Source: an optimization exercise on an open RTL-to-GDS flow (aim: small area). Production flows keep margins and buffers that such runs may drop.
In this exercise RTL edits were held to simulation tests only and were not proved equivalent to the original.
Power figures rest on the tool's default switching activity, not on a simulated workload.

`flow/run.sh`:
```
#!/bin/bash
# synth_recipe.tcl (not shown) runs the flow's synth.tcl, then flattens the netlist and writes it again
# the make line also repeats each setting of config.mk as NAME=value (left out here)
make -C /OpenROAD-flow-scripts/flow DESIGN_CONFIG=/design/flow/config.mk WORK_HOME=/design/flow/orfs CLKGATE_MAP_FILE= SYNTH_SCRIPT=/design/flow/synth_recipe.tcl finish
```
`flow/config.mk`:
```
export PLATFORM = sky130hd
export DESIGN_NAME = Simple_Single_CPU
export DESIGN_NICKNAME = Simple_Single_CPU
export VERILOG_FILES = /design/flow/design.v
export SDC_FILE = /design/flow/constraint.sdc
export NUM_CORES = 8
export LEC_CHECK = 0
export CAP_MARGIN = 20
export CORE_MARGIN = 2
export CORE_UTILIZATION = 25
export CTS_BUF_LIST = sky130_fd_sc_hd__clkbuf_16 sky130_fd_sc_hd__clkbuf_8 sky130_fd_sc_hd__clkbuf_4
export CTS_CLUSTER_DIAMETER = 100
export CTS_CLUSTER_SIZE = 34
export PLACE_DENSITY = 0.45
export SLEW_MARGIN = 20
```
`flow/constraint.sdc`:
```
create_clock -name core_clock -period 20.0 [get_ports {clk_i}]
set_input_delay 4.0000 -clock core_clock [delete_from_list [all_inputs] [get_ports {clk_i}]]
set_output_delay 4.0000 -clock core_clock [all_outputs]
set_load 0.01 [all_outputs]
```
`flow/design.v`:
```
module Simple_Single_CPU
(
    clk_i,
    rst_n,
    imem_addr_o,
    imem_rdata_i,
    dmem_addr_o,
    dmem_wdata_o,
    dmem_we_o,
    dmem_re_o,
    dmem_rdata_i
);
    input           clk_i;
    input           rst_n;
    output [32-1:0] imem_addr_o;
    input  [32-1:0] imem_rdata_i;
    output [32-1:0] dmem_addr_o;
    output [32-1:0] dmem_wdata_o;
    output          dmem_we_o;
    output          dmem_re_o;
    input  [32-1:0] dmem_rdata_i;
    reg  [2:0] ph;       
    reg        init;     
    reg        pass2;    
    reg        flag;     
    reg        cm;       
    reg        cp;       
    reg [31:0] pc;
    reg [31:0] A;        
    reg [31:0] W;        
    wire p0   = (ph == 3'd0);
    wire last = (ph == 3'd7);
    wire [31:0] I  = imem_rdata_i;
    wire [4:0]  op = I[6:2];
    wire [2:0]  f3 = I[14:12];
    wire is_load  = (op == 5'b00000);
    wire is_opimm = (op == 5'b00100);
    wire is_auipc = (op == 5'b00101);
    wire is_store = (op == 5'b01000);
    wire is_op    = (op == 5'b01100);
    wire is_br    = (op == 5'b11000);
    wire is_jalr  = (op == 5'b11001);
    wire is_jal   = (op == 5'b11011);
    wire is_alu   = is_op | is_opimm;
    wire is_slt   = is_alu & (f3 == 3'b010);
    wire two_pass = is_load | is_store | is_br | is_slt;
    wire fin      = init | pass2 | ~two_pass;    
    reg [31:0] imm;
    always @(*) begin
        case (op)
            5'b01000: imm = {{20{I[31]}}, I[31:25], I[11:7]};
            5'b11000: imm = {{20{I[31]}}, I[7], I[30:25], I[11:8], 1'b0};
            5'b11011: imm = {{12{I[31]}}, I[19:12], I[20], I[30:21], 1'b0};
            5'b00101: imm = {I[31:12], 12'd0};
            default:  imm = {{20{I[31]}}, I[31:20]};
        endcase
    end
    wire [3:0] imm_d = imm[{ph, 2'b00} +: 4];
    wire [3:0] pc_d  = pc[{ph, 2'b00} +: 4];
    wire [3:0] rdig [0:31];
    assign rdig[0] = 4'd0;
    wire [3:0] r1 = rdig[I[19:15]];
    wire [3:0] r2 = rdig[I[24:20]];
    wire       inv   = is_alu & (((f3 == 3'b000) & I[30]) | (f3 == 3'b010));
    wire [3:0] x     = (is_auipc | is_jal | is_br) ? pc_d : r1;
    wire [3:0] b     = is_op ? r2 : imm_d;
    wire [3:0] y     = b ^ {4{inv}};
    wire       cin   = p0 ? inv : cm;
    wire [4:0] msum  = {1'b0, x} + {1'b0, y} + {4'd0, cin};
    wire       lt    = (x[3] ^ b[3]) ? x[3] : msum[3];
    wire [4:0] psum  = {1'b0, pc_d} + {2'd0, p0, 2'd0} + {4'd0, cp & ~p0};
    reg  [3:0] alu_d;
    always @(*) begin
        case (f3)
            3'b000:  alu_d = msum[3:0];
            3'b110:  alu_d = r1 | b;
            default: alu_d = r1 & b;
        endcase
    end
    wire wr1 = ~pass2 & ((is_alu & ~is_slt) | is_auipc | is_jal | is_jalr);
    wire wr2 =  pass2 & (is_load | is_slt);
    wire wr  = ~init & (wr1 | wr2);
    reg  [3:0] wd;
    always @(*) begin
        if (init)
            wd = 4'd0;
        else if (pass2)
            wd = is_load ? (p0 ? dmem_rdata_i[3:0] : W[3:0]) : {3'd0, flag & p0};
        else if (is_jal | is_jalr)
            wd = psum[3:0];
        else if (is_auipc)
            wd = msum[3:0];
        else
            wd = alu_d;
    end
    wire [3:0] wd29 = init ? {(ph == 3'd1), 3'd0} : wd;
    wire [4:0] rd   = I[11:7];
    genvar g;
    generate
        for (g = 1; g < 32; g = g + 1) begin : R
            reg  [31:0] q;
            wire        wen = init | (wr & (rd == g));
            wire [3:0]  din = (g == 29) ? wd29 : wd;
            always @(posedge clk_i)
                q <= {wen ? din : q[3:0], q[31:4]};
            assign rdig[g] = q[3:0];
        end
    endgenerate
    wire       a_m  = (~pass2 & (is_load | is_store | is_jal | is_jalr)) | (pass2 & is_br & flag);
    wire [3:0] a_in = init ? 4'd0 : (a_m ? msum[3:0] : psum[3:0]);
    wire [31:0] a_next = {a_in, A[31:4]};
    wire cap = pass2 & p0;
    always @(posedge clk_i) begin
        A  <= a_next;
        W  <= cap ? {dmem_rdata_i[3:0], dmem_rdata_i[31:4]} : {r2, W[31:4]};
        cm <= msum[4];
        cp <= psum[4];
        if (last & fin)
            pc <= a_next;
        if (~pass2) begin
            if (is_slt)
                flag <= lt;
            else
                flag <= (p0 | flag) & (r1 == r2);
        end
    end
    always @(posedge clk_i or negedge rst_n) begin
        if (~rst_n) begin
            ph    <= 3'd0;
            init  <= 1'b1;
            pass2 <= 1'b0;
        end else begin
            ph <= ph + 3'd1;
            if (last) begin
                init  <= 1'b0;
                pass2 <= ~init & ~pass2 & two_pass;
            end
        end
    end
    assign imem_addr_o  = pc;
    assign dmem_addr_o  = A;
    assign dmem_wdata_o = W;
    assign dmem_we_o    = cap & is_store;
    assign dmem_re_o    = cap & is_load;
endmodule
```
==> summary.txt, run 1 <==
GRT
  – GRT Overall Usage: a little over an eighth
  – Maximum number of pins on one net before global-route repair: 64
  – Wire length of the first global-routing pass: approximately 120 mm
  – Global route overflow: 0
  – Antenna violations before repair: 8
  – Via count of the first global-routing pass: 16290

Yosys
  – Synthesized net count: around 2300
  – Cell type with the highest aggregate area in the netlist: sky130_fd_sc_hd__dfxtp_1
  – Unique masters post-synth: 100
  – Most frequent cells after synthesis: sky130_fd_sc_hd__dfxtp_1, sky130_fd_sc_hd__nand3_1, sky130_fd_sc_hd__o21ai_0, sky130_fd_sc_hd__nand2_1, sky130_fd_sc_hd__nor2_1
  – Area share of the leading cell type in the synthesized netlist: 72.3%
  – Multiplexer share of the synthesized area: 3.65%
  – Top flip-flop cell by instance count after synthesis: sky130_fd_sc_hd__dfxtp_1
  – Simple-gate portion of the synthesized area: a little under a tenth
  – Post-Synthesis Cell Area: 29300 µm²
  – Share of synthesized cell area in full adder, half adder and majority cells: less than 1%
  – Mean instance size in the synthesized netlist: roughly 13 µm²
  – Fraction of registers with async set/reset: less than 1%
  – Count of mapped cells out of synthesis: 2200
  – Part of the Yosys area used for sequential elements: 76.1%
  – Most used standard cell by instance count after synthesis: sky130_fd_sc_hd__dfxtp_1
  – Fraction of the mapped netlist area in compound gates: under 10%
  – Number of enable flip-flop cells after synthesis: 33
  – Flops & latches, synth: around 1100
  – Yosys Warn Count: 1
  – Main combinational cell family by area after synthesis: simple AND/OR/NAND/NOR gates
  – Main area contributors after synthesis: sky130_fd_sc_hd__dfxtp_1, sky130_fd_sc_hd__edfxtp_1, sky130_fd_sc_hd__nand3_1, sky130_fd_sc_hd__mux2_2, sky130_fd_sc_hd__o21ai_0
  – Fraction of synthesized cell area in xor and xnor cells: less than 1%

Floorplan
  – Die Height: about 350 µm
  – FP Rows: approximately 130
  – Die outline area: roughly 120000 µm²
  – Area inside the core boundary: 116000 µm²
  – Count of pins on the block boundary: about 160
  – Width of the chip: 346 µm
  – Starting utilization of the core area: about a quarter

CTS
  – Number of cells upsized or downsized after cts: 0
  – Max clock buf depth: 3
  – Root Buffer Master: sky130_fd_sc_hd__clkbuf_16
  – Clock latency reported for the late side of the worst-skew pair: ~0.64 ns
  – Number of buffers inserted to repair setup after CTS: 0
  – CTS tree: done
  – Hold_buf cts: 0
  – Number of clock buffers inserted by TritonCTS: between 40 and 50
  – Count of clock tree sinks: about 1100
  – Clock slew seen by the registers of the worst setup and hold paths: between 0.1 and 0.15 ns
  – H-tree Lvls: 2

STA
  – Sum Neg Setup Slack: 0 ns
  – Tmin final: ~11 ns
  – Unrepaired setup endpoints after global routing: false
  – Slew HR: a little under a quarter
  – Max Clk Rate: between 90 and 100 MHz
  – Share of the clock period used by the worst path: approximately 53%
  – Post-route clock skew: 0.0478 ns
  – Number of slew-limit violations in the final report: 0
  – Final Hold Fails: 0
  – Finish-stage setup viols: 0
  – Transition time at the pin with the least slew margin: roughly 1.1 ns

Worst setup path
  – Crit path launch type: input pin
  – Nature of the critical path endpoint: output pin
  – Worst EP arrival: approximately 6.6 ns
  – Crit-path max FO: 19
  – Crit Path Category: in -> out
  – Required time of the critical path: between 15 and 20 ns

Run
  – Maximum capacitance violations: 0

Power and ir drop
  – Overall Power: 3.49 mW
  – IR drop worst, VDD: about 63 µV
  – Total power per unit cell area: 103 nW/µm²
  – Leakage: around 12 nW

Placed design
  – Number of input and output port buffers inserted: 161
  – Post-DP HPWL: 57.3 mm
  – Routability Congestion: between 0.8 and 0.9

Drt
  – Length of the first detailed-routing pass in iterations: 7
  – ANT nets after route: 0
  – Starting DRC count in detailed routing: about 1300
  – Vias: between 15000 and 20000
  – Vias/cell: between 4 and 5
  – Post-detailed-routing wire length: around 81 mm
  – Detail-routed net length per standard cell: around 21 µm
  – Number of remaining DRC errors: 0

Run status
  – Outcome: no timing/DRC/antenna violations

Worst hold path
  – Type of the tightest min-delay check: reg -> reg

Layout
  – Synthesis-to-finish area growth: 15.1%
  – Final #Nets: 2413
  – Fraction of layout cells with a size suffix above 1: under 10%
[final timing paths]
check	start	end	slack, ns	depth (start not counted)
max in group asynchronous	rst_n	init$_DFFE_PN1P_	16.16	1
min in group asynchronous	rst_n	pass2$_DFFE_PN0P_	3.58	1
min	R[5].q[15]$_DFF_P_	R[5].q[11]$_DFF_P_	0.31	0
min reg2reg	R[5].q[15]$_DFF_P_	R[5].q[11]$_DFF_P_	0.31	0
max reg2reg	ph[0]$_DFF_PN0_	R[24].q[30]$_DFF_P_	14.83	15
max	imem_rdata_i[2]	dmem_we_o	9.44	4
[critical path: stages]
cell and delay, ns:
sky130_fd_sc_hd__clkdlybuf4s50_1 0.77, sky130_fd_sc_hd__or4b_2 0.90, sky130_fd_sc_hd__nor3_1 0.27, sky130_fd_sc_hd__clkdlybuf4s50_1 0.62
[placed cells by master (no fill, tap or decap), drive strengths merged, types with 12 or more instances in the layout]
master / synthesis / final
a22oi: 19 / 19
nand3: 140 / 140
dfxtp: 1058 / 1058
edfxtp: 33 / 33
nand3b: 16 / 16
nand2b: 14 / 14
inv: 21 / 30
nand2: 99 / 99
nand4: 12 / 12
a31oi: 17 / 17
nor2b: 23 / 23
a21oi: 45 / 45
nor2: 97 / 97
o21ai: 130 / 130
clkbuf: 35 / 43
nor3b: 13 / 13
mux2: 52 / 52
clkdlybuf4s50: 0 / 155
and3: 16 / 16
a211oi: 36 / 36
mux2i: 28 / 28
a32oi: 18 / 18
nor3: 30 / 30
buf: 61 / 33
[registers in the layout, indices dropped and copies added (netlist names)]
register / count
pass2: 1
cp: 1
cm: 1
A: 32
flag: 1
init: 1
ph: 3
W: 32
R.q: 992
pc: 32
[metal layers]
metal / global-route usage, % / up-vias / wire, µm / share of wire, %
met4: 4.75 / 10 / 2610 / 3.2
met3: 3.25 / 119 / 5400 / 6.7
li1: - / 7877 / - / -
met2: 20.4 / 545 / 35300 / 43
met1: 18.1 / 8086 / 37800 / 47
met5: 0 / - / 76 / 0.094
[power breakdown]
part / leakage (nW) / switching, mW / internal, mW
combinational: 2.80 / 0.111 / 0.0668
clock: 0.589 / 0.647 / 0.398
sequential: 8.92 / 0.0234 / 2.24
[metrics by stage]
stage	cell area (µm²)	worst slack, ns	hold slack (ns)	utilization [%]	std cells
floorplan	29300	10.79	0.310	-	2200
global placement	32500	9.48	0.310	28.0	3816
detailed placement	32500	9.43	0.312	28.0	3816
CTS	33700	9.44	0.312	29.0	3869
global route	33700	9.28	0.316	29.0	3869
finish	33700	9.44	0.313	29.0	3870
[cell type report]
| type | instances | area [µm²] |
|---|---|---|
| diodes | 1 | 2.50 |
| clock buffers | 43 | 1040 |
| clock inverters | 10 | 156 |
| fillers | 11789 | 82500 |
| inverters | 24 | 90.1 |
| multi-input cells | 984 | 6460 |
| flip-flops and latches | 1096 | 22300 |
| well taps | 1524 | 1910 |
| repair buffers | 188 | 1780 |
[kinds of logic after synthesis]
| logic type | Yosys count |
|---|---|
| flops | 1096 |
| simple gates | 514 |
| compound gates | 356 |
| buf+inv | 120 |
| mux | 89 |
| fa+ha+maj | 13 |
| xor+xnor | 12 |
==> run 2: changes to the inputs <==
==> flow/flow/run.sh (new file) <==
#!/bin/bash
# Standard ORFS flow (the standard.sh), with two changes:
#  - the port buffers that global placement inserts are buf_1 cells;
#  - clock tree synthesis clusters up to 30 sinks within 100 um.
# Each ORFS step writes its own log under orfs/logs/; make's output is in flow.log.
set -euo pipefail
bash standard.sh \
  "BUFFER_PORTS_ARGS=-buffer_cell sky130_fd_sc_hd__buf_1" \
  "CTS_ARGS=-sink_clustering_enable -repair_clock_nets -sink_clustering_size 30 -sink_clustering_max_diameter 100 -buf_list {sky130_fd_sc_hd__clkbuf_16 sky130_fd_sc_hd__clkbuf_8 sky130_fd_sc_hd__clkbuf_4}" \
  finish > flow.log 2>&1
==> flow/standard.sh (new file) <==
#!/bin/bash
# synth_recipe.tcl (not shown) runs the flow's synth.tcl, then flattens the netlist and writes it again
# the make line also repeats each setting of config.mk as NAME=value (left out here)
make -C /OpenROAD-flow-scripts/flow DESIGN_CONFIG=/design/flow/config.mk WORK_HOME=/design/flow/orfs CLKGATE_MAP_FILE= SYNTH_SCRIPT=/design/flow/synth_recipe.tcl "${@:-finish}"
--- a/flow/config.mk
+++ b/flow/config.mk
@@ -8,8 +8,5 @@
 export CAP_MARGIN = 20
 export CORE_MARGIN = 2
 export CORE_UTILIZATION = 25
-export CTS_BUF_LIST = sky130_fd_sc_hd__clkbuf_16 sky130_fd_sc_hd__clkbuf_8 sky130_fd_sc_hd__clkbuf_4
-export CTS_CLUSTER_DIAMETER = 100
-export CTS_CLUSTER_SIZE = 34
 export PLACE_DENSITY = 0.45
 export SLEW_MARGIN = 20
removed: flow/run.sh
==> run 2 against run 1 <==
Against the previous run:
- still clean on timing, DRC and antenna
- clock skew fell by 0.025 ns
- combinational power down 13%
- sequential share of layout area is 1.8 points higher
- count of clock-buffer cells in the layout grew 4
- setup slack improved by 0.82 ns
- sequential cell count did not move
- register-to-register slack gained 0.02 ns
- wire length down 1.4%
- worst hold slack better by 0.0041 ns
- cell area is 2.7% lower
- critical endpoint is now dmem_re_o
- largest cell class unchanged
- highest routed layer is now met4
==> summary.txt, run 2 <==
Drt
  – Length of the first detailed-routing pass in iterations: 6 (was 7)
  – Post-detailed-routing wire length: 80.0 mm (was 81.1 mm)
  – Detail-routed net length per standard cell: 20.7 µm (was 21.0 µm)
  – Starting DRC count in detailed routing: 1096 (was 1283)
  – ANT nets after route: 0 (unchanged)
  – Vias: 16478 (was 16637)
  – Number of remaining DRC errors: 0 (unchanged)
  – Vias/cell: 4.26 (was 4.30)

Power and ir drop
  – Power share of the combinational group: 4.4% (was 5.1%)
  – Clock Power Share: 30.5% (was 29.9%)
  – Leakage: 11.9 nW (was 12.3 nW)
  – Total power per unit cell area: 106 nW/µm² (was 103 nW/µm²)
  – Relative contribution of sequential cells to total power: 65.0% (about the same)
  – Switching power: 0.775 mW (was 0.782 mW)
  – Sw frac: 22.2% (was 22.4%)
  – Internal power: 2.71 mW (about the same)
  – IR drop worst, VDD: 59.6 µV (was 62.9 µV)

STA
  – Max Clk Rate: 103 MHz (was 94.7 MHz)
  – Transition time at the pin with the least slew margin: 1.10 ns (was 1.15 ns)
  – Finish-stage setup viols: 0 (unchanged)
  – Final WS setup: 10.26 ns (was 9.44 ns)
  – Tmin final: 9.74 ns (was 10.56 ns)
  – Sum Neg Setup Slack: 0 ns (unchanged)
  – Unrepaired setup endpoints after global routing: false (unchanged)
  – Slew HR: 26.3% (was 23.2%)
  – Post-route clock skew: 0.0225 ns (was 0.0478 ns)
  – Share of the clock period used by the worst path: 48.7% (was 52.8%)
  – Number of slew-limit violations in the final report: 0 (unchanged)
  – Final Hold Fails: 0 (unchanged)

GRT
  – Wire length of the first global-routing pass: 116 mm (was 117 mm)
  – Met3 Resource Use GR: 2.22% (was 3.25%)
  – GRT Overall Usage: 13.1% (was 13.3%)
  – Antenna violations before repair: 1 (was 8)
  – Global route overflow: 0 (unchanged)
  – Via count of the first global-routing pass: 16205 (was 16290)
  – Global route hottest layer: met2 (unchanged)
  – Maximum number of pins on one net before global-route repair: 70 (was 64)
  – Met2 track utilization from global routing: 20.6% (was 20.4%)
  – Met1 usage in global routing: 18.3% (was 18.1%)

Yosys
  – Fraction of registers with async set/reset: 0.456% (unchanged)
  – Cell type with the highest aggregate area in the netlist: sky130_fd_sc_hd__dfxtp_1 (unchanged)
  – Yosys Warn Count: 1 (unchanged)
  – Top flip-flop cell by instance count after synthesis: sky130_fd_sc_hd__dfxtp_1 (unchanged)
  – Mean instance size in the synthesized netlist: 13.3 µm² (unchanged)
  – Most frequent cells after synthesis: sky130_fd_sc_hd__dfxtp_1, sky130_fd_sc_hd__nand3_1, sky130_fd_sc_hd__o21ai_0, sky130_fd_sc_hd__nand2_1, sky130_fd_sc_hd__nor2_1 (unchanged)
  – Number of enable flip-flop cells after synthesis: 33 (unchanged)
  – Most used standard cell by instance count after synthesis: sky130_fd_sc_hd__dfxtp_1 (unchanged)
  – Unique masters post-synth: 100 (unchanged)
  – Main area contributors after synthesis: sky130_fd_sc_hd__dfxtp_1, sky130_fd_sc_hd__edfxtp_1, sky130_fd_sc_hd__nand3_1, sky130_fd_sc_hd__mux2_2, sky130_fd_sc_hd__o21ai_0 (unchanged)
  – Part of the Yosys area used for sequential elements: 76.1% (unchanged)
  – Area share of the leading cell type in the synthesized netlist: 72.3% (unchanged)
  – Count of mapped cells out of synthesis: 2200 (unchanged)
  – Synthesized net count: 2278 (unchanged)
  – Flops & latches, synth: 1096 (unchanged)
  – Post-Synthesis Cell Area: 29300 µm² (unchanged)

CTS
  – Number of clock buffers inserted by TritonCTS: 44 (was 41)
  – CTS tree: done (unchanged)
  – Number of cells upsized or downsized after cts: 0 (unchanged)
  – Hold_buf cts: 0 (unchanged)
  – Clock latency reported for the late side of the worst-skew pair: 0.64 ns (about the same)
  – Clock slew seen by the registers of the worst setup and hold paths: 0.11 ns (was 0.12 ns)
  – Number of buffers inserted to repair setup after CTS: 0 (unchanged)
  – Count of clock tree sinks: 1096 (unchanged)
  – H-tree Lvls: 2 (unchanged)
  – Root Buffer Master: sky130_fd_sc_hd__clkbuf_16 (unchanged)
  – Max clock buf depth: 3 (unchanged)

Worst setup path
  – Worst EP arrival: 5.74 ns (was 6.56 ns)
  – Required time of the critical path: 16.00 ns (about the same)
  – Crit path largest cell delay: 0.67 ns (was 0.90 ns)
  – Crit Path Category: in -> out (unchanged)
  – Most prevalent standard cell on the critical path: sky130_fd_sc_hd__buf_1 (was sky130_fd_sc_hd__clkdlybuf4s50_1)
  – Crit-path max FO: 14 (was 19)
  – Nature of the critical path endpoint: output pin (unchanged)
  – Cells traversed along the worst timing path: buf_1 -> or2_1 -> or4_1 -> nor2_1 -> buf_1 (was clkdlybuf4s50_1 -> or4b_2 -> nor3_1 -> clkdlybuf4s50_1)
  – Critical Path Slowest Stage Cell: sky130_fd_sc_hd__or4_1 (was sky130_fd_sc_hd__or4b_2)
  – WP buf/inv: 2 (unchanged)
  – Crit path launch type: input pin (unchanged)
  – Critical path's top delay family: simple AND/OR/NAND/NOR gates (was buffers and inverters)

Floorplan
  – Die outline area: 120000 µm² (unchanged)
  – Width of the chip: 346 µm (unchanged)
  – Starting utilization of the core area: 25.2% (unchanged)
  – Die Height: 346 µm (unchanged)
  – FP Rows: 125 (unchanged)
  – Area inside the core boundary: 116000 µm² (unchanged)
  – Count of pins on the block boundary: 164 (unchanged)

Layout
  – Final instance area: 32800 µm² (was 33700 µm²)
  – Final antenna diode count: 0 (was 1)
  – Final #Nets: 2417 (was 2413)
  – Flip-flop count of the largest register after layout: 992 (unchanged)
  – Register containing the most flip-flops in the final layout: R.q (unchanged)
  – Most common cell after layout, fill and taps aside: sky130_fd_sc_hd__dfxtp_1 (unchanged)
  – Fraction of layout cells with a size suffix above 1: 7.88% (was 7.55%)
  – Highest-count cells in the layout ignoring fill and taps: sky130_fd_sc_hd__dfxtp_1, sky130_fd_sc_hd__buf_1, sky130_fd_sc_hd__nand3_1 (was sky130_fd_sc_hd__dfxtp_1, sky130_fd_sc_hd__clkdlybuf4s50_1, sky130_fd_sc_hd__nand3_1)
  – Synthesis-to-finish area growth: 12.0% (was 15.1%)

Worst hold path
  – Type of the tightest min-delay check: reg -> reg (unchanged)

Placed design
  – Number of input and output port buffers inserted: 161 (unchanged)
  – DP Worst Slack: 10.24 ns (was 9.43 ns)
  – Routability Congestion: 0.864 (was 0.888)
  – Total placed instance area: 31600 µm² (was 32500 µm²)
  – Post-DP HPWL: 56.6 mm (was 57.3 mm)

Run
  – Maximum capacitance violations: 0 (unchanged)

Run status
  – Outcome: no timing/DRC/antenna violations (unchanged)
[run 2: changes by cell type in the layout (fill, tap and decap cells not counted), sizes merged]
cell / change
diode: -1
inv: -3
clkdlybuf4s50: -155
buf: +147
clkbuf: +13
clkinvlp: +1
[run 2: cell families (layout without fill, tap and decap cells)]
family	Yosys count	after routing	share of synthesized area, %
AOI/OAI and AO/OA	356	356	8.05
DFF	1096	1096	76.1
muxes	89	89	3.65
xor gates and xnor gates	12	12	0.359
buffers and inverters	120	268	1.96
adders and majority gates	13	13	0.598
and+or+nand+nor	514	514	9.32
[run 2: worst paths after layout]
path,from,cells after the start,end,slack (ns)
min,R[7].q[15]$_DFF_P_,0,R[7].q[11]$_DFF_P_,0.32
min in group asynchronous,rst_n,1,ph[1]$_DFF_PN0_,3.21
max,imem_rdata_i[3],5,dmem_re_o,10.26
min reg2reg,R[7].q[15]$_DFF_P_,0,R[7].q[11]$_DFF_P_,0.32
max in group asynchronous,rst_n,1,init$_DFFE_PN1P_,16.51
max reg2reg,ph[0]$_DFF_PN0_,15,R[10].q[30]$_DFF_P_,14.85
[run 2: layer usage]
| layer | vias up | routed length, µm |
|---|---|---|
| li1 | 7877 | - |
| met1 | 8059 | 39000 |
| met2 | 450 | 35400 |
| met3 | 92 | 3700 |
| met4 | 0 | 1870 |
| met5 | - | 0 |
[run 2: power by group through the flow]
stage          sequential [mW]  combinational (mW)  clock (mW)
3_3_place_gp              2.32               0.155           0
3_5_place_dp              2.32               0.155           0
6_report                  2.27               0.155        1.06
5_1_grt                   2.27               0.165        1.19
4_1_cts                   2.27               0.155        1.11
2_1_floorplan             2.31              0.0806           0
[run 2: through the flow]
stage	utilization (%)	power, mW	instances	hold slack (ns)
after floorplan	-	2.39	2200	0.310
after global placement	27.2	2.47	3817	0.310
after detailed placement	27.2	2.47	3817	0.312
after CTS	28.3	3.53	3872	0.315
after global routing	28.3	3.62	3872	0.325
final	28.3	3.48	3872	0.317
[run 2: area by class of cell]
| cell class | instances | area (µm²) |
|---|---|---|
| Clock buffer | 47 | 1140 |
| Clock inverter | 8 | 106 |
| Fill cell | 11911 | 83400 |
| Inverter | 24 | 90.1 |
| Multi-Input combinational cell | 984 | 6480 |
| Sequential cell | 1096 | 22300 |
| Tap cell | 1524 | 1910 |
| Timing Repair Buffer | 189 | 826 |
==> run 3: changes to the inputs <==
==> flow/flow/run.sh (replaced) <==
#!/bin/bash
# The standard ORFS flow (standard.sh), with three changes:
#  - synthesis maps logic with an area-only ABC script (flow/abc_area.script:
#    strash; dch; map -a), everything else in synthesis as standard;
#  - the port buffers that global placement inserts are buf_1 cells;
#  - clock tree synthesis clusters up to 30 sinks within 100 um.
# Each ORFS step writes its own log under orfs/logs/; make's output goes to
# synth.log and flow.log in this folder.
set -euo pipefail
HERE=$(pwd)
# ORFS scripts, with only the ABC area script replaced
rm -rf scripts_abc
cp -r "$FLOW_HOME/scripts" scripts_abc
cp flow/abc_area.script scripts_abc/abc_area.script
bash standard.sh ABC_AREA=1 "SCRIPTS_DIR=$HERE/scripts_abc" synth > synth.log 2>&1
bash standard.sh \
  "BUFFER_PORTS_ARGS=-buffer_cell sky130_fd_sc_hd__buf_1" \
  "CTS_ARGS=-sink_clustering_enable -repair_clock_nets -sink_clustering_size 30 -sink_clustering_max_diameter 100 -buf_list {sky130_fd_sc_hd__clkbuf_16 sky130_fd_sc_hd__clkbuf_8 sky130_fd_sc_hd__clkbuf_4}" \
  finish > flow.log 2>&1
==> flow/flow/abc_area.script (new file) <==
strash
dch
map -a
topo
--- a/flow/config.mk
+++ b/flow/config.mk
@@ -7,6 +7,6 @@
 export LEC_CHECK = 0
 export CAP_MARGIN = 20
 export CORE_MARGIN = 2
-export CORE_UTILIZATION = 25
-export PLACE_DENSITY = 0.45
+export CORE_UTILIZATION = 55
+export PLACE_DENSITY = 0.7
 export SLEW_MARGIN = 20
==> run 3 against run 2 <==
Against the previous run:
- register-to-register slack lost 0.76 ns
- utilization grew 33 points
- synthesized cell count shrank 5.6%
- synthesized area shrank 6.3%
- still clean on timing, DRC and antenna
- global-route usage grew 12 points
- critical path depth grew 19
- cell area shrank 8.2%
- largest cell class unchanged
- critical endpoint is now R[18].q[30]$_DFF_P_
- count of clock-buffer cells in the layout is the same
- worst hold slack gained 0.0089 ns
- via count shrank 6.1%
- power shrank 3.8%
==> summary.txt, run 3 <==
Placed design
  – Post-DP HPWL: 46.8 mm (was 56.6 mm)
  – Number of input and output port buffers inserted: 161 (unchanged)
  – Routability Congestion: 0.964 (was 0.864)
  – # placed instances: 2911 (was 3817)
  – DP Worst Slack: 9.35 ns (was 10.24 ns)
  – Total placed instance area: 29000 µm² (was 31600 µm²)

Drt
  – Vias/cell: 5.22 (was 4.26)
  – Detail-routed net length per standard cell: 21.8 µm (was 20.7 µm)
  – Post-detailed-routing wire length: 64.5 mm (was 80.0 mm)
  – Starting DRC count in detailed routing: 1248 (was 1096)
  – Length of the first detailed-routing pass in iterations: 7 (was 6)
  – ANT nets after route: 0 (unchanged)
  – Number of remaining DRC errors: 0 (unchanged)
  – Vias: 15471 (was 16478)

Yosys
  – Count of mapped cells out of synthesis: 2076 (was 2200)
  – Yosys Warn Count: 1 (unchanged)
  – Cell type with the highest aggregate area in the netlist: sky130_fd_sc_hd__dfxtp_1 (unchanged)
  – Most used standard cell by instance count after synthesis: sky130_fd_sc_hd__dfxtp_1 (unchanged)
  – Fraction of synthesized cell area in xor and xnor cells: 0.319% (was 0.359%)
  – Synthesized net count: 2154 (was 2278)
  – Multiplexer share of the synthesized area: 1.31% (was 3.65%)
  – Most frequent cells after synthesis: sky130_fd_sc_hd__dfxtp_1, sky130_fd_sc_hd__nand2_1, sky130_fd_sc_hd__nor2_1, sky130_fd_sc_hd__o21ai_0, sky130_fd_sc_hd__a22oi_1 (was sky130_fd_sc_hd__dfxtp_1, sky130_fd_sc_hd__nand3_1, sky130_fd_sc_hd__o21ai_0, sky130_fd_sc_hd__nand2_1, sky130_fd_sc_hd__nor2_1)
  – Main area contributors after synthesis: sky130_fd_sc_hd__dfxtp_1, sky130_fd_sc_hd__edfxtp_1, sky130_fd_sc_hd__o21ai_0, sky130_fd_sc_hd__nand2_1, sky130_fd_sc_hd__a22oi_1 (was sky130_fd_sc_hd__dfxtp_1, sky130_fd_sc_hd__edfxtp_1, sky130_fd_sc_hd__nand3_1, sky130_fd_sc_hd__mux2_2, sky130_fd_sc_hd__o21ai_0)
  – Fraction of registers with async set/reset: 0.456% (unchanged)
  – Simple-gate portion of the synthesized area: 6.49% (was 9.32%)
  – Flops & latches, synth: 1096 (unchanged)
  – Area share of the leading cell type in the synthesized netlist: 77.1% (was 72.3%)
  – Fraction of the mapped netlist area in compound gates: 8.96% (was 8.05%)
  – Mean instance size in the synthesized netlist: 13.2 µm² (was 13.3 µm²)
  – Unique masters post-synth: 37 (was 100)
  – Post-Synthesis Cell Area: 27500 µm² (was 29300 µm²)
  – Main combinational cell family by area after synthesis: compound AO/OA/AOI/OAI gates (was simple AND/OR/NAND/NOR gates)
  – Number of enable flip-flop cells after synthesis: 33 (unchanged)
  – Share of synthesized cell area in full adder, half adder and majority cells: 0.602% (was 0.598%)
  – Top flip-flop cell by instance count after synthesis: sky130_fd_sc_hd__dfxtp_1 (unchanged)
  – Part of the Yosys area used for sequential elements: 81.2% (was 76.1%)

Worst setup path
  – Crit-path max FO: 31 (was 14)
  – Nature of the critical path endpoint: flop (was output pin)
  – Worst R2R Setup Slack: 14.09 ns (was 14.85 ns)
  – Setup crit start: imem_rdata_i[3] (unchanged)
  – Cells traversed along the worst timing path: buf_1 -> nor2_1 -> nand2_1 -> clkinv_1 -> nor2_1 -> clkinv_1 -> nor2_1 -> a21oi_1 -> clkinv_1 -> a21oi_1 -> o311ai_0 -> nand3_1 -> o311ai_0 -> nand2_1 -> xor2_1 -> fa_1 -> fa_1 -> xnor2_1 -> a21oi_1 -> a211oi_1 -> a211oi_1 -> o21ai_0 -> nand2_2 -> o21ai_0 (was buf_1 -> or2_1 -> or4_1 -> nor2_1 -> buf_1)
  – R2r worst-path depth: 15 (unchanged)
  – Crit Path Category: in -> reg (was in -> out)
  – Worst setup endpoint: R[18].q[30]$_DFF_P_ (was dmem_re_o)
  – Required time of the critical path: 20.47 ns (was 16.00 ns)
  – Crit path launch type: input pin (unchanged)
  – Reg2reg end: R[18].q[30]$_DFF_P_ (was R[10].q[30]$_DFF_P_)
  – Critical Path Slowest Stage Cell: sky130_fd_sc_hd__nand2_2 (was sky130_fd_sc_hd__or4_1)
  – Worst EP arrival: 10.76 ns (was 5.74 ns)
  – Crit path largest cell delay: 0.61 ns (was 0.67 ns)
  – Reg2reg start: R[18].q[1]$_DFF_P_ (was ph[0]$_DFF_PN0_)

CTS
  – Clock slew seen by the registers of the worst setup and hold paths: 0.11 ns (about the same)
  – H-tree Lvls: 2 (unchanged)
  – Number of buffers inserted to repair setup after CTS: 0 (unchanged)
  – Root Buffer Master: sky130_fd_sc_hd__clkbuf_16 (unchanged)
  – Number of clock buffers inserted by TritonCTS: 42 (was 44)
  – Count of clock tree sinks: 1096 (unchanged)
  – Hold_buf cts: 0 (unchanged)
  – Max clock buf depth: 3 (unchanged)
  – Number of cells upsized or downsized after cts: 0 (unchanged)
  – CTS tree: done (unchanged)
  – Clock latency reported for the late side of the worst-skew pair: 0.61 ns (was 0.64 ns)

STA
  – Share of the clock period used by the worst path: 51.5% (was 48.7%)
  – Final worst hold slack: 0.326 ns (was 0.317 ns)
  – Sum Neg Setup Slack: 0 ns (unchanged)
  – Slew HR: 22.6% (was 26.3%)
  – Tmin final: 10.30 ns (was 9.74 ns)
  – Final WS setup: 9.70 ns (was 10.26 ns)
  – Post-route clock skew: 0.0193 ns (was 0.0225 ns)
  – Number of slew-limit violations in the final report: 0 (unchanged)
  – Unrepaired setup endpoints after global routing: false (unchanged)
  – Finish-stage setup viols: 0 (unchanged)
  – Transition time at the pin with the least slew margin: 1.16 ns (was 1.10 ns)
  – Final Hold Fails: 0 (unchanged)
  – Max Clk Rate: 97.1 MHz (was 103 MHz)

Power and ir drop
  – Leakage: 11.4 nW (was 11.9 nW)
  – Total power per unit cell area: 111 nW/µm² (was 106 nW/µm²)
  – IR drop worst, VDD: 84.1 µV (was 59.6 µV)

Layout
  – Most common cell after layout, fill and taps aside: sky130_fd_sc_hd__dfxtp_1 (unchanged)
  – Highest-count cells in the layout ignoring fill and taps: sky130_fd_sc_hd__dfxtp_1, sky130_fd_sc_hd__nand2_1, sky130_fd_sc_hd__nor2_1 (was sky130_fd_sc_hd__dfxtp_1, sky130_fd_sc_hd__buf_1, sky130_fd_sc_hd__nand3_1)
  – Flip-flop count of the largest register after layout: 992 (unchanged)
  – Register containing the most flip-flops in the final layout: R.q (unchanged)
  – Final instance count without filler cells: 2962 (was 3872)
  – Final #Nets: 2369 (was 2417)
  – Fraction of layout cells with a size suffix above 1: 4.70% (was 7.88%)
  – FILL cells: 3798 (was 11911)
  – Synthesis-to-finish area growth: 9.77% (was 12.0%)
  – Final instance area: 30100 µm² (was 32800 µm²)

Floorplan
  – Count of pins on the block boundary: 164 (unchanged)
  – Area inside the core boundary: 49200 µm² (was 116000 µm²)
  – FP Rows: 81 (was 125)
  – Die outline area: 51700 µm² (was 120000 µm²)
  – Width of the chip: 227 µm (was 346 µm)
  – Starting utilization of the core area: 55.9% (was 25.2%)
  – Die Height: 227 µm (was 346 µm)

GRT
  – Antenna violations before repair: 2 (was 1)
  – Maximum number of pins on one net before global-route repair: 36 (was 70)
  – GRT Overall Usage: 24.9% (was 13.1%)
  – Global route overflow: 0 (unchanged)
  – Wire length of the first global-routing pass: 92.8 mm (was 116 mm)
  – Global route hottest layer: met2 (unchanged)
  – Met1 usage in global routing: 34.5% (was 18.3%)
  – Met2 track utilization from global routing: 39.5% (was 20.6%)
  – Via count of the first global-routing pass: 14739 (was 16205)
  – Met3 Resource Use GR: 4.17% (was 2.22%)

Worst hold path
  – Number of stages on the worst hold path: 0 (unchanged)
  – Type of the tightest min-delay check: reg -> reg (unchanged)

Run status
  – Outcome: no timing/DRC/antenna violations (unchanged)

Run
  – Maximum capacitance violations: 0 (unchanged)
[run 3: kinds of logic after synthesis]
| group | count (synthesis) |
|---|---|
| AND/OR/NAND/NOR | 446 |
| flip-flops | 1096 |
| buffers and inverters | 81 |
| AO/OA/AOI/OAI | 399 |
| adder cells (fa/ha/maj) | 12 |
| multiplexers | 32 |
| XOR/XNOR | 10 |
[run 3: layout make-up]
| type | count | area, µm² | share of cell area [%] |
|---|---|---|---|
| Tap cell | 664 | 831 | 2.76 |
| Clock inverter | 3 | 57.6 | 0.191 |
| Inverter | 81 | 304 | 1.01 |
| Antenna cell | 1 | 2.50 | 0.00830 |
| Multi-Input combinational cell | 899 | 4880 | 16.2 |
| Sequential cell | 1096 | 22300 | 74.0 |
| Clock buffer | 47 | 1090 | 3.61 |
| Timing Repair Buffer | 171 | 679 | 2.25 |
[run 3: metrics by stage]
step                utilization [%]  power (mW)
finish                         61.3        3.35
global route                   61.3        3.46
CTS                            61.3        3.37
detailed placement             59.0        2.40
global placement               59.0        2.39
floorplan                         -        2.34
[run 3: critical path: cells and delay by family]
kind                       cells  cell delay (ns)
and+or+nand+nor                7             2.16
buffers and inverters          4             1.02
AOI/OAI and AO/OA              9             2.09
xor gates and xnor gates       2             0.58
adders and majority gates      2             0.89
[run 3: worst min-delay path by stage]
| stage | startpoint | end | slack (ns) |
|---|---|---|---|
| finish | R[14].q[5]$_DFF_P_ | R[14].q[1]$_DFF_P_ | 0.33 |
| floorplan | R[10].q[4]$_DFF_P_ | R[10].q[0]$_DFF_P_ | 0.31 |
| global route | R[8].q[7]$_DFF_P_ | R[8].q[3]$_DFF_P_ | 0.33 |
| global placement | R[20].q[18]$_DFF_P_ | R[20].q[14]$_DFF_P_ | 0.31 |
| detailed placement | R[10].q[7]$_DFF_P_ | R[10].q[3]$_DFF_P_ | 0.31 |
| CTS | R[25].q[23]$_DFF_P_ | R[25].q[19]$_DFF_P_ | 0.33 |
[run 3: power by group]
part / leakage [nW] / switching (mW) / internal, mW
Combinational: 1.97 / 0.0679 / 0.0238
Clock: 0.568 / 0.597 / 0.407
Sequential: 8.91 / 0.0197 / 2.24
[run 3: routing by layer]
metal	part of all wire, %	up-vias
met2	45	518
met1	46	7425
li1	-	7401
met3	5.4	125
met5	0.019	-
met4	3.9	2
==> run 4: changes to the inputs <==
--- a/flow/config.mk
+++ b/flow/config.mk
@@ -7,6 +7,6 @@
 export LEC_CHECK = 0
 export CAP_MARGIN = 20
 export CORE_MARGIN = 2
-export CORE_UTILIZATION = 55
-export PLACE_DENSITY = 0.7
+export CORE_UTILIZATION = 25
+export PLACE_DENSITY = 0.45
 export SLEW_MARGIN = 20
==> run 4 against run 3 <==
Against the previous run:
- still clean on timing, DRC and antenna
- power up 1.3%
- clock skew up 0.0035 ns
- die area up 120%
- fmax down 0.14%
- first-iteration DRC count down 5.0%
- cell area up 3.4%
- setup slack worse by 0.014 ns
- critical path depth down 1
- sequential share of layout area down 2.5 points
- sequential cell count unchanged
- sequential power about the same
- largest power group unchanged
- highest routed layer unchanged
==> summary.txt, run 4 <==
GRT
  – GRT Overall Usage: 12.5% (was 24.9%)
  – Via count of the first global-routing pass: 14697 (was 14739)
  – Global route overflow: 0 (unchanged)
  – Antenna violations before repair: 3 (was 2)
  – Maximum number of pins on one net before global-route repair: 34 (was 36)
  – Wire length of the first global-routing pass: 103 mm (was 92.8 mm)

Worst hold path
  – Type of the tightest min-delay check: reg -> reg (unchanged)
  – Min-Delay Startpoint: R[31].q[16]$_DFF_P_ (was R[14].q[5]$_DFF_P_)
  – End of the worst hold path: R[31].q[12]$_DFF_P_ (was R[14].q[1]$_DFF_P_)
  – Number of stages on the worst hold path: 0 (unchanged)

Drt
  – Detail-routed net length per standard cell: 19.3 µm (was 21.8 µm)
  – Post-detailed-routing wire length: 71.9 mm (was 64.5 mm)
  – Number of remaining DRC errors: 0 (unchanged)
  – Length of the first detailed-routing pass in iterations: 5 (was 7)
  – Starting DRC count in detailed routing: 1185 (was 1248)
  – Vias: 15382 (was 15471)
  – ANT nets after route: 0 (unchanged)
  – Vias/cell: 4.14 (was 5.22)

Floorplan
  – Die Height: 335 µm (was 227 µm)
  – FP Rows: 121 (was 81)
  – Count of pins on the block boundary: 164 (unchanged)
  – Area inside the core boundary: 109000 µm² (was 49200 µm²)
  – Die outline area: 112000 µm² (was 51700 µm²)
  – Starting utilization of the core area: 25.2% (was 55.9%)
  – Width of the chip: 335 µm (was 227 µm)

CTS
  – H-tree Lvls: 2 (unchanged)
  – Clock latency reported for the late side of the worst-skew pair: 0.60 ns (was 0.61 ns)
  – Max clock buf depth: 3 (unchanged)
  – Hold_buf cts: 0 (unchanged)
  – Number of clock buffers inserted by TritonCTS: 43 (was 42)
  – Root Buffer Master: sky130_fd_sc_hd__clkbuf_16 (unchanged)
  – Clock slew seen by the registers of the worst setup and hold paths: 0.11 ns (about the same)
  – Number of buffers inserted to repair setup after CTS: 0 (unchanged)
  – Number of cells upsized or downsized after cts: 0 (unchanged)
  – CTS tree: done (unchanged)
  – Count of clock tree sinks: 1096 (unchanged)

STA
  – Share of the clock period used by the worst path: 51.5% (about the same)
  – Final WS setup: 9.69 ns (was 9.70 ns)
  – Number of slew-limit violations in the final report: 0 (unchanged)
  – Final Hold Fails: 0 (unchanged)
  – Tmin final: 10.31 ns (was 10.30 ns)
  – Unrepaired setup endpoints after global routing: false (unchanged)
  – Slew HR: 30.6% (was 22.6%)
  – Transition time at the pin with the least slew margin: 1.04 ns (was 1.16 ns)
  – Max Clk Rate: 97.0 MHz (was 97.1 MHz)
  – Post-route clock skew: 0.0228 ns (was 0.0193 ns)
  – Sum Neg Setup Slack: 0 ns (unchanged)
  – Finish-stage setup viols: 0 (unchanged)

Yosys
  – Main area contributors after synthesis: sky130_fd_sc_hd__dfxtp_1, sky130_fd_sc_hd__edfxtp_1, sky130_fd_sc_hd__o21ai_0, sky130_fd_sc_hd__nand2_1, sky130_fd_sc_hd__a22oi_1 (unchanged)
  – Most frequent cells after synthesis: sky130_fd_sc_hd__dfxtp_1, sky130_fd_sc_hd__nand2_1, sky130_fd_sc_hd__nor2_1, sky130_fd_sc_hd__o21ai_0, sky130_fd_sc_hd__a22oi_1 (unchanged)
  – Unique masters post-synth: 37 (unchanged)
  – Fraction of registers with async set/reset: 0.456% (unchanged)
  – Area share of the leading cell type in the synthesized netlist: 77.1% (unchanged)
  – Mean instance size in the synthesized netlist: 13.2 µm² (unchanged)
  – Top flip-flop cell by instance count after synthesis: sky130_fd_sc_hd__dfxtp_1 (unchanged)
  – Number of enable flip-flop cells after synthesis: 33 (unchanged)
  – Cell type with the highest aggregate area in the netlist: sky130_fd_sc_hd__dfxtp_1 (unchanged)
  – Post-Synthesis Cell Area: 27500 µm² (unchanged)
  – Yosys Warn Count: 1 (unchanged)
  – Synthesized net count: 2154 (unchanged)
  – Flops & latches, synth: 1096 (unchanged)
  – Part of the Yosys area used for sequential elements: 81.2% (unchanged)
  – Count of mapped cells out of synthesis: 2076 (unchanged)
  – Most used standard cell by instance count after synthesis: sky130_fd_sc_hd__dfxtp_1 (unchanged)

Power and ir drop
  – Total power per unit cell area: 109 nW/µm² (was 111 nW/µm²)
  – IR drop worst, VDD: 49.0 µV (was 84.1 µV)
  – Leakage: 11.5 nW (was 11.4 nW)

Layout
  – Final #Nets: 2372 (was 2369)
  – Register containing the most flip-flops in the final layout: R.q (unchanged)
  – Synthesis-to-finish area growth: 13.5% (was 9.77%)
  – FILL cells: 11037 (was 3798)
  – Flip-flop count of the largest register after layout: 992 (unchanged)
  – Highest-count cells in the layout ignoring fill and taps: sky130_fd_sc_hd__dfxtp_1, sky130_fd_sc_hd__nand2_1, sky130_fd_sc_hd__nor2_1 (unchanged)
  – Most common cell after layout, fill and taps aside: sky130_fd_sc_hd__dfxtp_1 (unchanged)
  – Fraction of layout cells with a size suffix above 1: 4.91% (was 4.70%)
  – Final instance count without filler cells: 3717 (was 2962)

Placed design
  – # placed instances: 3662 (was 2911)
  – DP Worst Slack: 9.14 ns (was 9.35 ns)
  – Post-DP HPWL: 53.1 mm (was 46.8 mm)
  – Number of input and output port buffers inserted: 161 (unchanged)
  – Routability Congestion: 0.867 (was 0.964)

Worst setup path
  – Worst R2R Setup Slack: 13.43 ns (was 14.09 ns)
  – Required time of the critical path: 20.49 ns (was 20.47 ns)
  – Nature of the critical path endpoint: flop (unchanged)
  – Crit-path max FO: 31 (unchanged)
  – Reg2reg start: ph[0]$_DFF_PN0_ (was R[18].q[1]$_DFF_P_)
  – R2r worst-path depth: 18 (was 15)
  – Crit Path Category: in -> reg (unchanged)
  – Reg2reg end: R[10].q[30]$_DFF_P_ (was R[18].q[30]$_DFF_P_)
  – Worst EP arrival: 10.80 ns (was 10.76 ns)
  – Crit path launch type: input pin (unchanged)

Run
  – Maximum capacitance violations: 0 (unchanged)

Run status
  – Outcome: no timing/DRC/antenna violations (unchanged)
[run 4: cell counts after synthesis]
No cell type changed its count.
[run 4: layout make-up]
| type | count | area, µm² | share of cell area, % |
|---|---|---|---|
| flip-flops and latches | 1096 | 22300 | 71.5 |
| diodes | 1 | 2.50 | 0.00803 |
| clock inverters | 5 | 83.8 | 0.269 |
| repair buffers | 173 | 714 | 2.29 |
| well taps | 1414 | 1770 | 5.68 |
| clock buffers | 48 | 1110 | 3.57 |
| inverters | 81 | 304 | 0.975 |
| multi-input cells | 899 | 4880 | 15.7 |
[run 4: power breakdown]
group / switching, mW / total, mW / internal (mW)
registers: 0.0196 / 2.26 / 2.24
clock network: 0.620 / 1.04 / 0.420
logic: 0.0748 / 0.0994 / 0.0247
total: 0.714 / 3.39 / 2.68
[run 4: worst max-delay path by stage]
stage	slack, ns	depth (start not counted)	end	from
detailed placement	9.14	23	R[5].q[30]$_DFF_P_	imem_rdata_i[3]
global placement	9.11	23	R[14].q[30]$_DFF_P_	imem_rdata_i[3]
floorplan	11.21	7	dmem_re_o	imem_rdata_i[3]
finish	9.69	23	R[10].q[30]$_DFF_P_	imem_rdata_i[3]
CTS	9.76	23	R[5].q[30]$_DFF_P_	imem_rdata_i[3]
global route	9.12	23	R[5].q[30]$_DFF_P_	imem_rdata_i[3]
[run 4: cell families (layout without fill, tap and decap cells)]
group	after synthesis	count (layout)	synth area share, %
other cells	0	1	0
mux	32	32	1.31
fa+ha+maj	12	12	0.602
compound gates	399	399	8.96
xor+xnor	10	10	0.319
flops	1096	1096	81.2
buf+inv	81	307	1.11
simple gates	446	446	6.49
[run 4: per-layer routing]
layer	routed length, µm	global-route usage [%]	part of all wire, %
met1	34700	17.6	48
met2	31700	19.9	44
met3	3640	1.86	5.1
met4	1850	3.73	2.6
met5	27	0	0.038
[run 4: metrics by stage]
| stage | total power [mW] | area, µm² | utilization [%] | hold slack, ns |
|---|---|---|---|---|
| 4_1_cts | 3.44 | 31100 | 28.6 | 0.326 |
| 3_3_place_gp | 2.41 | 29900 | 27.5 | 0.310 |
| 3_5_place_dp | 2.41 | 29900 | 27.5 | 0.312 |
| 5_1_grt | 3.53 | 31200 | 28.6 | 0.331 |
| 2_1_floorplan | 2.34 | 27500 | - | 0.310 |
| 6_report | 3.39 | 31200 | 28.6 | 0.322 |
[run 4: critical path: stages]
cell	delay (ns)
sky130_fd_sc_hd__buf_1	0.17
sky130_fd_sc_hd__nor2_1	0.07
sky130_fd_sc_hd__nand2_1	0.35
sky130_fd_sc_hd__clkinv_1	0.39
sky130_fd_sc_hd__nor2_1	0.63
sky130_fd_sc_hd__clkinv_1	0.37
sky130_fd_sc_hd__nor2_1	0.28
sky130_fd_sc_hd__clkinv_1	0.16
sky130_fd_sc_hd__nor2_1	0.35
sky130_fd_sc_hd__o311ai_0	0.20
sky130_fd_sc_hd__nand3_1	0.09
sky130_fd_sc_hd__o311ai_0	0.19
sky130_fd_sc_hd__nand2_1	0.18
sky130_fd_sc_hd__xor2_1	0.11
sky130_fd_sc_hd__fa_1	0.44
sky130_fd_sc_hd__fa_1	0.47
sky130_fd_sc_hd__xnor2_1	0.36
sky130_fd_sc_hd__a21oi_1	0.12
sky130_fd_sc_hd__a211oi_1	0.24
sky130_fd_sc_hd__a211oi_1	0.07
sky130_fd_sc_hd__o21ai_0	0.34
sky130_fd_sc_hd__nand2_2	0.68
sky130_fd_sc_hd__o21ai_0	0.48
==> run 5: changes to the inputs <==
--- a/flow/design.v
+++ b/flow/design.v
@@ -112,7 +112,7 @@
     wire cap = pass2 & p0;
     always @(posedge clk_i) begin
         A  <= a_next;
-        W  <= cap ? {dmem_rdata_i[3:0], dmem_rdata_i[31:4]} : {r2, W[31:4]};
+        W  <= {r2, cap ? dmem_rdata_i[31:4] : W[31:4]};
         cm <= msum[4];
         cp <= psum[4];
         if (last & fin)
--- a/flow/config.mk
+++ b/flow/config.mk
@@ -7,6 +7,6 @@
 export LEC_CHECK = 0
 export CAP_MARGIN = 20
 export CORE_MARGIN = 2
-export CORE_UTILIZATION = 25
-export PLACE_DENSITY = 0.45
+export CORE_UTILIZATION = 55
+export PLACE_DENSITY = 0.7
 export SLEW_MARGIN = 20
==> run 5 against run 4 <==
Against the previous run:
- clock power about the same
- global-route usage rose by 11 points
- still clean
- sequential cell count unchanged
- wire length decreased by 14%
- largest power group unchanged
- non-clock buffer count shrank 4
- fmax up 7.1%
- cell count down 21%
==> summary.txt, run 5 <==
GRT
  – Wire length of the first global-routing pass: 89.9 mm (was 103 mm)
  – Maximum number of pins on one net before global-route repair: 38 (was 34)
  – Antenna violations before repair: 4 (was 3)
  – Global route overflow: 0 (unchanged)
  – GRT Overall Usage: 24.0% (was 12.5%)
  – Via count of the first global-routing pass: 14546 (was 14697)

Worst setup path
  – Crit path largest cell delay: 0.51 ns (was 0.68 ns)
  – Reg2reg start: ph[1]$_DFF_PN0_ (was ph[0]$_DFF_PN0_)
  – Crit path launch type: input pin (unchanged)
  – Crit-path max FO: 31 (unchanged)
  – Critical path's top delay family: compound AO/OA/AOI/OAI gates (was simple AND/OR/NAND/NOR gates)
  – Cells traversed along the worst timing path: buf_1 -> clkinv_1 -> nand4_1 -> clkinv_1 -> nor2_1 -> clkinv_1 -> nor2_1 -> nor2_1 -> o221a_2 -> o21ai_0 -> a31oi_1 -> o31ai_1 -> xnor2_1 -> fa_1 -> fa_1 -> xnor2_1 -> a21oi_1 -> o21ai_0 -> nand3_1 -> a21oi_1 -> o21ai_2 -> buf_4 -> o21ai_0 (was buf_1 -> nor2_1 -> nand2_1 -> clkinv_1 -> nor2_1 -> clkinv_1 -> nor2_1 -> clkinv_1 -> nor2_1 -> o311ai_0 -> nand3_1 -> o311ai_0 -> nand2_1 -> xor2_1 -> fa_1 -> fa_1 -> xnor2_1 -> a21oi_1 -> a211oi_1 -> a211oi_1 -> o21ai_0 -> nand2_2 -> o21ai_0)
  – Critical Path Slowest Stage Cell: sky130_fd_sc_hd__nor2_1 (was sky130_fd_sc_hd__nand2_2)
  – Worst EP arrival: 10.10 ns (was 10.80 ns)
  – WP buf/inv: 5 (was 4)
  – Crit Path Category: in -> reg (unchanged)
  – Setup crit start: imem_rdata_i[6] (was imem_rdata_i[3])
  – Nature of the critical path endpoint: flop (unchanged)
  – Required time of the critical path: 20.48 ns (was 20.49 ns)

Floorplan
  – FP Rows: 81 (was 121)
  – Area inside the core boundary: 49000 µm² (was 109000 µm²)
  – Width of the chip: 227 µm (was 335 µm)
  – Count of pins on the block boundary: 164 (unchanged)
  – Starting utilization of the core area: 55.8% (was 25.2%)
  – Die outline area: 51500 µm² (was 112000 µm²)
  – Die Height: 227 µm (was 335 µm)

CTS
  – Number of cells upsized or downsized after cts: 0 (unchanged)
  – Hold_buf cts: 0 (unchanged)
  – Clock slew seen by the registers of the worst setup and hold paths: 0.10 ns (was 0.11 ns)
  – Max clock buf depth: 3 (unchanged)
  – Number of clock buffers inserted by TritonCTS: 42 (was 43)
  – Count of clock tree sinks: 1096 (unchanged)
  – H-tree Lvls: 2 (unchanged)
  – Root Buffer Master: sky130_fd_sc_hd__clkbuf_16 (unchanged)
  – CTS tree: done (unchanged)
  – Number of buffers inserted to repair setup after CTS: 0 (unchanged)
  – Clock latency reported for the late side of the worst-skew pair: 0.61 ns (was 0.60 ns)

Yosys
  – Mean instance size in the synthesized netlist: 13.3 µm² (was 13.2 µm²)
  – Area share of the leading cell type in the synthesized netlist: 77.5% (was 77.1%)
  – Fraction of registers with async set/reset: 0.456% (unchanged)
  – Synthesized net count: 2135 (was 2154)
  – Unique masters post-synth: 35 (was 37)
  – Number of enable flip-flop cells after synthesis: 33 (unchanged)
  – Count of mapped cells out of synthesis: 2057 (was 2076)
  – Top flip-flop cell by instance count after synthesis: sky130_fd_sc_hd__dfxtp_1 (unchanged)
  – Main area contributors after synthesis: sky130_fd_sc_hd__dfxtp_1, sky130_fd_sc_hd__edfxtp_1, sky130_fd_sc_hd__o21ai_0, sky130_fd_sc_hd__a22oi_1, sky130_fd_sc_hd__nand2_1 (was sky130_fd_sc_hd__dfxtp_1, sky130_fd_sc_hd__edfxtp_1, sky130_fd_sc_hd__o21ai_0, sky130_fd_sc_hd__nand2_1, sky130_fd_sc_hd__a22oi_1)
  – Yosys Warn Count: 1 (unchanged)
  – Most used standard cell by instance count after synthesis: sky130_fd_sc_hd__dfxtp_1 (unchanged)
  – Post-Synthesis Cell Area: 27300 µm² (was 27500 µm²)
  – Most frequent cells after synthesis: sky130_fd_sc_hd__dfxtp_1, sky130_fd_sc_hd__nand2_1, sky130_fd_sc_hd__nor2_1, sky130_fd_sc_hd__o21ai_0, sky130_fd_sc_hd__a22oi_1 (unchanged)
  – Part of the Yosys area used for sequential elements: 81.6% (was 81.2%)
  – Cell type with the highest aggregate area in the netlist: sky130_fd_sc_hd__dfxtp_1 (unchanged)
  – Flops & latches, synth: 1096 (unchanged)

STA
  – Tmin final: 9.62 ns (was 10.31 ns)
  – Post-route clock skew: 0.0291 ns (was 0.0228 ns)
  – Unrepaired setup endpoints after global routing: false (unchanged)
  – Number of slew-limit violations in the final report: 0 (unchanged)
  – Share of the clock period used by the worst path: 48.1% (was 51.5%)
  – Sum Neg Setup Slack: 0 ns (unchanged)
  – Finish-stage setup viols: 0 (unchanged)
  – Final Hold Fails: 0 (unchanged)
  – Slew HR: 23.2% (was 30.6%)
  – Transition time at the pin with the least slew margin: 1.15 ns (was 1.04 ns)
  – Max Clk Rate: 104 MHz (was 97.0 MHz)

Layout
  – Register containing the most flip-flops in the final layout: R.q (unchanged)
  – Synthesis-to-finish area growth: 9.88% (was 13.5%)
  – Highest-count cells in the layout ignoring fill and taps: sky130_fd_sc_hd__dfxtp_1, sky130_fd_sc_hd__nand2_1, sky130_fd_sc_hd__nor2_1 (unchanged)
  – Most common cell after layout, fill and taps aside: sky130_fd_sc_hd__dfxtp_1 (unchanged)
  – Final #Nets: 2348 (was 2372)
  – Flip-flop count of the largest register after layout: 992 (unchanged)
  – Fraction of layout cells with a size suffix above 1: 4.39% (was 4.91%)
  – Share of the core filled with cells: 61.3% (was 28.6%)

Worst hold path
  – Min-Delay Startpoint: R[10].q[28]$_DFF_P_ (was R[31].q[16]$_DFF_P_)
  – Type of the tightest min-delay check: reg -> reg (unchanged)

Placed design
  – Post-DP HPWL: 45.2 mm (was 53.1 mm)
  – Number of input and output port buffers inserted: 161 (unchanged)
  – Routability Congestion: 1.00 (was 0.867)

Drt
  – Vias/cell: 5.19 (was 4.14)
  – Vias: 15286 (was 15382)
  – Number of remaining DRC errors: 0 (unchanged)
  – Detail-routed net length per standard cell: 21.0 µm (was 19.3 µm)
  – Length of the first detailed-routing pass in iterations: 9 (was 5)
  – ANT nets after route: 0 (unchanged)
  – Post-detailed-routing wire length: 61.8 mm (was 71.9 mm)
  – Starting DRC count in detailed routing: 1410 (was 1185)

Run status
  – Outcome: no timing/DRC/antenna violations (unchanged)

Power and ir drop
  – Clock Power Share: 30.0% (was 30.6%)
  – Total power per unit cell area: 111 nW/µm² (was 109 nW/µm²)
  – Leakage: 11.3 nW (was 11.5 nW)
  – Relative contribution of sequential cells to total power: 67.3% (was 66.4%)
  – Switching power: 0.677 mW (was 0.714 mW)
  – Internal power: 2.67 mW (was 2.68 mW)
  – Sw frac: 20.2% (was 21.0%)
  – Power share of the combinational group: 2.7% (was 2.9%)
  – IR drop worst, VDD: 84.6 µV (was 49.0 µV)

Run
  – Maximum capacitance violations: 0 (unchanged)
-- run 5: cell families (layout without fill, tap and decap cells) --
family                     Yosys count  after routing  share of synthesized area, %
other                                0              3                             0
muxes                               30             30                          1.23
AOI/OAI and AO/OA                  390            390                          8.70
and+or+nand+nor                    439            439                          6.46
adders and majority gates           12             12                         0.604
xor gates and xnor gates            10             10                         0.320
buffers and inverters               80            299                          1.10
DFF                               1096           1096                          81.6
-- run 5: worst register-to-register path, cell delays in order, from the launching register on --
cell and delay, ns:
sky130_fd_sc_hd__dfrtp_1 0.75, sky130_fd_sc_hd__clkinv_1 0.62, sky130_fd_sc_hd__nor2_1 0.84, sky130_fd_sc_hd__clkinv_1 0.34, sky130_fd_sc_hd__nor2_1 0.27, sky130_fd_sc_hd__nand2_1 0.08, sky130_fd_sc_hd__a31oi_1 0.18, sky130_fd_sc_hd__o31ai_1 0.15
sky130_fd_sc_hd__xnor2_1 0.18, sky130_fd_sc_hd__fa_1 0.45, sky130_fd_sc_hd__fa_1 0.47, sky130_fd_sc_hd__xnor2_1 0.37, sky130_fd_sc_hd__a21oi_1 0.13, sky130_fd_sc_hd__o21ai_0 0.09, sky130_fd_sc_hd__nand3_1 0.11, sky130_fd_sc_hd__a21oi_1 0.20
sky130_fd_sc_hd__o21ai_2 0.07, sky130_fd_sc_hd__buf_4 0.32, sky130_fd_sc_hd__o21ai_0 0.37
-- run 5: layout make-up --
class	instances	area, µm²
well taps	664	831
diodes	3	7.51
repair buffers	169	664
clock buffers	48	1150
fillers	3904	18900
multi-input cells	881	4760
clock inverters	2	21.3
inverters	80	300
flip-flops and latches	1096	22300
-- run 5: layer usage --
| metal | vias up | track usage [%] | wire, µm |
|---|---|---|---|
| li1 | 7329 | - | - |
| met1 | 7230 | 33.0 | 28000 |
| met2 | 592 | 37.6 | 27100 |
| met3 | 133 | 4.67 | 4380 |
| met4 | 2 | 9.36 | 2240 |
| met5 | - | 0 | 13 |
-- run 5: worst paths after layout --
path / cells after the start / endpoint / slack [ns]
min in group asynchronous: 1 / ph[2]$_DFF_PN0_ / 3.25
worst min-delay path: 0 / R[10].q[24]$_DFF_P_ / 0.32
worst min register to register: 0 / R[10].q[24]$_DFF_P_ / 0.32
max in group asynchronous: 1 / init$_DFFE_PN1P_ / 16.46
worst max-delay path: 23 / R[2].q[30]$_DFF_P_ / 10.38
worst max register to register: 18 / R[2].q[30]$_DFF_P_ / 13.87
-- run 5: through the flow --
stage / hold WS (ns) / cell area (µm²) / power, mW / std cells / setup WS [ns]
final: 0.319 / 30000 / 3.34 / 2943 / 10.38
after floorplan: 0.310 / 27300 / 2.34 / 2057 / 10.94
after detailed placement: 0.312 / 28900 / 2.39 / 2890 / 9.88
after global placement: 0.310 / 28900 / 2.39 / 2890 / 9.91
after global routing: 0.329 / 30000 / 3.46 / 2942 / 10.02
after CTS: 0.316 / 30000 / 3.37 / 2940 / 10.49
-- run 5: power by group through the flow --
stage / Clock (mW) / Combinational [mW] / Sequential [mW]
final: 1.01 / 0.0897 / 2.25
after global routing: 1.11 / 0.0971 / 2.25
after CTS: 1.03 / 0.0884 / 2.25
after detailed placement: 0 / 0.0882 / 2.30
after global placement: 0 / 0.0881 / 2.30
after floorplan: 0 / 0.0368 / 2.30

-- port drivers added, routing unchanged --
In the flow no input, the clock included, has a driving cell. The finished layouts below were timed again as built, in two steps.
Step 1, drivers: a clkbuf_16 drives clk_i and a buf_2 each remaining input, both assumed.
Step 2, shift: input delay + t, output delay - t, t = (earliest + latest rising clock arrival at the registers) / 2. This alone moves slack from input paths to output paths.
Slacks: ideal ports / drivers / drivers and shift; pairs: ideal ports / drivers.
run	t, ns	slack for setup (ns)	slew at the worst register clock pin (ns)	worst slew at a driven data input, ns	cell pins on the clock port's net
run 1	0.679	9.440 / 9.395 / 9.395	0.12 / 0.12	0.09	1
run 2	0.700	10.258 / 10.219 / 10.094	0.11 / 0.11	0.12	1
run 3	0.655	9.704 / 9.722 / 9.067	0.11 / 0.11	0.09	1
run 4	0.661	9.690 / 9.689 / 9.028	0.11 / 0.11	0.13	1
run 5	0.653	10.378 / 10.381 / 9.728	0.11 / 0.11	0.12	1
After both steps setup and hold are still met in every run listed. The setup slack of run 4, which loses most, moves by -0.001 ns with the drivers and by -0.662 ns with both steps.
